This design comes from an exercise in tuning for small area on the open sky130 flow, not from production work.
Function was checked by simulation only, so behaviour that the tests miss may differ from the original.
The flow treats the clock pin as an ideal source, which a real chip does not have.
No activity file was given, so power comes from the tool's default toggle rates.

## elevator
module elevator(
  input  clk,
  input  rst_n,
  input  Fin_1up, Fin_2up, Fin_3up,
  input  Fin_2dn, Fin_3dn, Fin_4dn,
  input  Fin_1, Fin_2, Fin_3, Fin_4,
  input  full,
  input  err,
  output [15:0] row,
  output [3:0]  col,
  output [1:0]  c_floor,
  output [1:0]  drc,
  output        door,
  output [9:0]  req_n
);
clock: 10.0 ns
lec_check: 0
cap_margin: 20
core_margin: 2
core_utilization: 70
cts_buf_list: sky130_fd_sc_hd__clkbuf_8
place_density: 0.8
slew_margin: 20
run.sh (not shown) runs the stock make flow with config.mk's settings and CLKGATE_MAP_FILE= SYNTH_SCRIPT=/design/flow/synth_recipe.tcl, a recipe that flattens the netlist after the stock synthesis.
The starting point completed with no timing, DRC or antenna violations.
==> next run, changes <==
==> flow/flow/run.sh (new file) <==
#!/bin/bash
# Own layout flow: the standard layout (standard.sh, unchanged synthesis)
# with three changes to how the layout is made:
#  - the port buffers are buf_1 cells (buffer_ports -buffer_cell),
#  - after floorplanning every combinational cell is set to its smallest drive
#    strength (flow/downsize.tcl); repair_design sizes up what needs it,
#  - clock tree synthesis without dummy loads, on the buffers listed below.
set -euo pipefail
here=$(pwd)
export BUFFER_PORTS_ARGS="-buffer_cell sky130_fd_sc_hd__buf_1"
export POST_FLOORPLAN_TCL="$here/flow/downsize.tcl"
export CTS_ARGS="-sink_clustering_enable -repair_clock_nets -dont_use_dummy_load -buf_list {${CTS_BUFS:-sky130_fd_sc_hd__clkbuf_8}}"
bash standard.sh > "$here/standard.log" 2>&1
==> flow/flow/downsize.tcl (new file) <==
# Give every combinational cell the smallest drive strength of its kind (same
# function, same base name); repair_design later sizes up what needs it.
set block [ord::get_db_block]
set db [ord::get_db]
set dont_use {}
if { [info exists ::env(DONT_USE_CELLS)] } { set dont_use $::env(DONT_USE_CELLS) }
proc ds_usable { name dont_use } {
  foreach p $dont_use { if { [string match $p $name] } { return 0 } }
  return 1
}
set n 0
set saved 0.0
foreach inst [$block getInsts] {
  set m [$inst getMaster]
  set name [$m getName]
  if { [$m getType] ne "CORE" } { continue }
  if { ![regexp {^(sky130_fd_sc_hd__[a-z0-9]+)_([0-9]+)$} $name -> base drive] } { continue }
  if { [regexp {^sky130_fd_sc_hd__(df|edf|sdf|dl|tap|fill|decap|conb|clk)} $name] } { continue }
  set best $m
  set barea [expr { [$m getWidth] * [$m getHeight] }]
  foreach d {0 1 2 3 4 6 8 12 16} {
    set cn ${base}_$d
    if { $cn eq $name } { continue }
    set cm [$db findMaster $cn]
    if { $cm eq "NULL" || $cm eq "" } { continue }
    if { ![ds_usable $cn $dont_use] } { continue }
    if { [sta::find_liberty_cell $cn] eq "" } { continue }
    set a [expr { [$cm getWidth] * [$cm getHeight] }]
    if { $a < $barea } { set best $cm; set barea $a }
  }
  if { $best ne $m } {
    set saved [expr { $saved + ([$m getWidth] * [$m getHeight] - $barea) / 1e6 }]
    replace_cell [$inst getName] [$best getName]
    incr n
  }
}
puts "downsize: $n cells made smaller, [format %.1f $saved] um2 saved"
==> flow/standard.sh (new file) <==
#!/bin/bash
# synth_recipe.tcl (not shown) runs the flow's synth.tcl, then flattens the netlist and writes it again
# the make line also repeats each setting of config.mk as NAME=value (left out here)
make -C /OpenROAD-flow-scripts/flow DESIGN_CONFIG=/design/flow/config.mk WORK_HOME=/design/flow/orfs CLKGATE_MAP_FILE= SYNTH_SCRIPT=/design/flow/synth_recipe.tcl "${@:-finish}"
Settings changed: CTS_BUF_LIST sky130_fd_sc_hd__clkbuf_8 to unset.
removed: flow/run.sh
=>
- The changed run produced a clean layout
- utilization came out lower by 5.4 points
- clock-buffer cell count came out lower by 1
- sequential cell count does not change
- global-route usage falls by 3.5 points
- worst hold slack is better by 5.4 ps
- design area fell by 6.5%
- worst setup slack gets better by 370 ps
- register-to-register slack got worse by 250 ps
- final cell count goes down by 1.6%
- fmax increases by 7.2%

elevator, a different RTL version from the one above (not shown whole).
// elevator
module elevator(
  input  clk,
  input  rst_n,
  input  Fin_1up, Fin_2up, Fin_3up,
  input  Fin_2dn, Fin_3dn, Fin_4dn,
  input  Fin_1, Fin_2, Fin_3, Fin_4,
  input  full,
  input  err,
  output [15:0] row,
  output [3:0]  col,
  output [1:0]  c_floor,
  output [1:0]  drc,
  output        door,
  output [9:0]  req_n
);
==> flow/config.mk <==
export PLATFORM = sky130hd
export DESIGN_NAME = elevator
export DESIGN_NICKNAME = elevator
export VERILOG_FILES = /design/flow/design.v
export SDC_FILE = /design/flow/constraint.sdc
export NUM_CORES = 4
export LEC_CHECK = 0
export CAP_MARGIN = 20
export CORE_MARGIN = 2
export CORE_UTILIZATION = 65
export PLACE_DENSITY = 0.8
export SLEW_MARGIN = 20
==> flow/constraint.sdc <==
create_clock -name core_clock -period 10.0 [get_ports {clk}]
set_input_delay 2.0000 -clock core_clock [delete_from_list [all_inputs] [get_ports {clk}]]
set_output_delay 2.0000 -clock core_clock [all_outputs]
set_load 0.01 [all_outputs]
standard.sh (not shown) runs the stock make flow with config.mk's settings and CLKGATE_MAP_FILE= SYNTH_SCRIPT=/design/flow/synth_recipe.tcl, a recipe that flattens the netlist after the stock synthesis.
==> flow/flow/run.sh <==
#!/bin/bash
# Own layout flow: the standard layout (standard.sh) with these changes to
# how the layout is made:
#  - the standard synthesis runs unchanged (standard.sh synth); then only its
#    combinational logic is re-mapped for area (flow/remap.sh, ABC with
#    flow/remap.abc). The registers keep their instances, names and cell
#    types. flow/eqcheck.sh proves the re-mapped netlist equal to the standard
#    one; if that proof fails, the standard netlist is kept.
#  - the port buffers are buf_1 cells (buffer_ports -buffer_cell),
#  - after floorplanning every combinational cell is set to its smallest drive
#    strength (flow/downsize.tcl); repair_design sizes up what needs it,
#  - the clock tree is a root buffer and 8 leaf buffers, each driving an equal
#    share of the registers (flow/clocktree.tcl, run before CTS); TritonCTS is
#    then pointed at the clock port net only, which it leaves alone.
# Logs: synth.log and standard.log (make), remap.log and eqcheck.log (yosys);
# each ORFS step's tool log stays under orfs/logs.
set -euo pipefail
here=$(pwd)
export BUFFER_PORTS_ARGS="-buffer_cell sky130_fd_sc_hd__buf_1"
export POST_FLOORPLAN_TCL="$here/flow/downsize.tcl"
export PRE_CTS_TCL="$here/flow/clocktree.tcl"
export CLK_TREE_LEAVES=8
export CLK_TREE_LEAF_BUF=sky130_fd_sc_hd__clkbuf_8
export CLK_TREE_ROOT_BUF=sky130_fd_sc_hd__clkbuf_8
export CTS_ARGS="-clk_nets clk -dont_use_dummy_load -buf_list sky130_fd_sc_hd__clkbuf_8"

bash standard.sh synth > "$here/synth.log" 2>&1
res="$here/orfs/results/$FLOW_PLATFORM/elevator/base"
cp "$res/1_2_yosys.v" "$here/standard_1_2_yosys.v"
if bash flow/remap.sh "$here/standard_1_2_yosys.v" "$here/remapped_1_2_yosys.v" "$here/remap.log" \
   && bash flow/eqcheck.sh "$here/standard_1_2_yosys.v" "$here/remapped_1_2_yosys.v" "$here/eqcheck.log"; then
  sleep 1
  cp "$here/remapped_1_2_yosys.v" "$res/1_2_yosys.v"
  touch "$res/1_2_yosys.v"
  echo "remapped netlist in use" >> "$here/synth.log"
else
  echo "remap or its proof failed: standard netlist kept" >> "$here/synth.log"
fi
bash standard.sh > "$here/standard.log" 2>&1
==> flow/flow/clocktree.tcl <==
# A small two-level clock tree, built instead of TritonCTS's H-tree: the clock
# port drives one root buffer, which drives CLK_TREE_LEAVES leaf buffers, each
# driving an equal share of the registers (recursive median cuts of the
# register positions). Buffers sit at the centre of what they drive. The
# root and leaf cells may be buffers or inverters (two inversions).
set block [ord::get_db_block]
set db [ord::get_db]
set nleaf 8
if { [info exists ::env(CLK_TREE_LEAVES)] } { set nleaf $::env(CLK_TREE_LEAVES) }
set leafname sky130_fd_sc_hd__clkbuf_8
if { [info exists ::env(CLK_TREE_LEAF_BUF)] } { set leafname $::env(CLK_TREE_LEAF_BUF) }
set rootname sky130_fd_sc_hd__clkbuf_16
if { [info exists ::env(CLK_TREE_ROOT_BUF)] } { set rootname $::env(CLK_TREE_ROOT_BUF) }

set clknet [[$block findBTerm clk] getNet]
set pts {}
foreach it [$clknet getITerms] {
  set bb [[$it getInst] getBBox]
  lappend pts [list [expr {([$bb xMin]+[$bb xMax])/2}] [expr {([$bb yMin]+[$bb yMax])/2}] $it]
}
set npins [llength $pts]

# split a point list into k groups of near-equal size by median cuts
proc ct_split { pts k } {
  if { $k <= 1 } { return [list $pts] }
  set xs [lsort -integer -index 0 $pts]
  set ys [lsort -integer -index 1 $pts]
  set dx [expr {[lindex $xs end 0] - [lindex $xs 0 0]}]
  set dy [expr {[lindex $ys end 1] - [lindex $ys 0 1]}]
  set s [expr {$dx >= $dy ? $xs : $ys}]
  set k1 [expr {$k / 2}]
  set n1 [expr {int(round(double([llength $s]) * $k1 / $k))}]
  return [concat [ct_split [lrange $s 0 [expr {$n1 - 1}]] $k1] \
                 [ct_split [lrange $s $n1 end] [expr {$k - $k1}]]]
}
proc ct_centre { pts } {
  set sx 0; set sy 0
  foreach p $pts { incr sx [lindex $p 0]; incr sy [lindex $p 1] }
  set n [llength $pts]
  return [list [expr {$sx / $n}] [expr {$sy / $n}]]
}
proc ct_buffer { block master name c innet outname } {
  set inst [odb::dbInst_create $block $master $name]
  $inst setLocation [expr {[lindex $c 0] - [$master getWidth]/2}] [expr {[lindex $c 1] - [$master getHeight]/2}]
  $inst setPlacementStatus PLACED
  set net [odb::dbNet_create $block $outname]
  $net setSigType CLOCK
  foreach mt [$master getMTerms] {
    if { [$mt getSigType] ne "SIGNAL" } { continue }
    if { [$mt getIoType] eq "OUTPUT" } { [$inst findITerm [$mt getName]] connect $net
    } else { [$inst findITerm [$mt getName]] connect $innet }
  }
  return $net
}

set groups [ct_split $pts $nleaf]
set rootnet [ct_buffer $block [$db findMaster $rootname] clkroot_buf [ct_centre $pts] $clknet clkroot_net]
set k 0
foreach g $groups {
  set net [ct_buffer $block [$db findMaster $leafname] clkleaf_buf_$k [ct_centre $g] $rootnet clkleaf_net_$k]
  foreach p $g {
    set it [lindex $p 2]
    $it disconnect
    $it connect $net
  }
  incr k
}
puts "clocktree: root $rootname, $nleaf $leafname leaves, $npins clock pins"
Other scripts of this flow, unchanged in this note and not shown: flow/flow/downsize.tcl, flow/flow/eqcheck.sh, flow/flow/remap.abc, flow/flow/remap.sh
Change:
--- a/flow/flow/run.sh
+++ b/flow/flow/run.sh
@@ -10,5 +10,5 @@
 #  - after floorplanning every combinational cell is set to its smallest drive
 #    strength (flow/downsize.tcl); repair_design sizes up what needs it,
-#  - the clock tree is a root buffer and 8 leaf buffers, each driving an equal
+#  - the clock tree is a root inverter and 8 leaf inverters, each driving an equal
 #    share of the registers (flow/clocktree.tcl, run before CTS); TritonCTS is
 #    then pointed at the clock port net only, which it leaves alone.
@@ -21,6 +21,6 @@
 export PRE_CTS_TCL="$here/flow/clocktree.tcl"
 export CLK_TREE_LEAVES=8
-export CLK_TREE_LEAF_BUF=sky130_fd_sc_hd__clkbuf_8
-export CLK_TREE_ROOT_BUF=sky130_fd_sc_hd__clkbuf_8
+export CLK_TREE_LEAF_BUF=sky130_fd_sc_hd__inv_8
+export CLK_TREE_ROOT_BUF=sky130_fd_sc_hd__inv_4
 export CTS_ARGS="-clk_nets clk -dont_use_dummy_load -buf_list sky130_fd_sc_hd__clkbuf_8"
 
Outcome: The new run went through all stages and came out clean. Cell area is higher by a quarter to a third. Worst setup slack loses 0.31 ns. Power rises to 2.7 times its value. Critical path depth does not change. Via count increases by a quarter to a third. Wire length is higher by well over a third. Final cell count is higher by about a fifth. Combinational power is higher by a few percent. First-iteration DRC count came out higher to 2.6 times its value. Hold slack is worse by 0.025 ns.

## separate check: timing with driven ports
The flow's constraints put no driver on any port. The routed layouts listed below were extracted and timed again, unchanged, in two steps. Step 1 sets driving cells, clkbuf_16 on the clock port and buf_2 on the other inputs (assumed; they add their load-dependent delay and slew). Step 2 moves the port delays by t, midway between the first and last clock arrival at a register: inputs arrive t later, outputs are due t later. That takes back most of the time a late clock gives input paths. Slacks: ideal / step 1 / step 2; pairs: ideal / step 1.
run | shift t [ns] | setup slack, ns | hold WS [ns] | worst setup path after step 2
the first run of note 1 | 0.473 | 4.436 / 4.402 / 4.875 | 0.331 / 0.331 / 0.331 | register to output
the second run of note 1 | 0.450 | 4.809 / 4.775 / 5.224 | 0.336 / 0.336 / 0.336 | register to output
the first run of note 2 | 0.407 | 5.318 / 5.289 / 5.613 | 0.335 / 0.335 / 0.335 | input to register
the second run of note 2 | 0.746 | 5.006 / 4.970 / 5.313 | 0.310 / 0.310 / 0.310 | input to register
After both steps setup and hold are still met in every run listed.
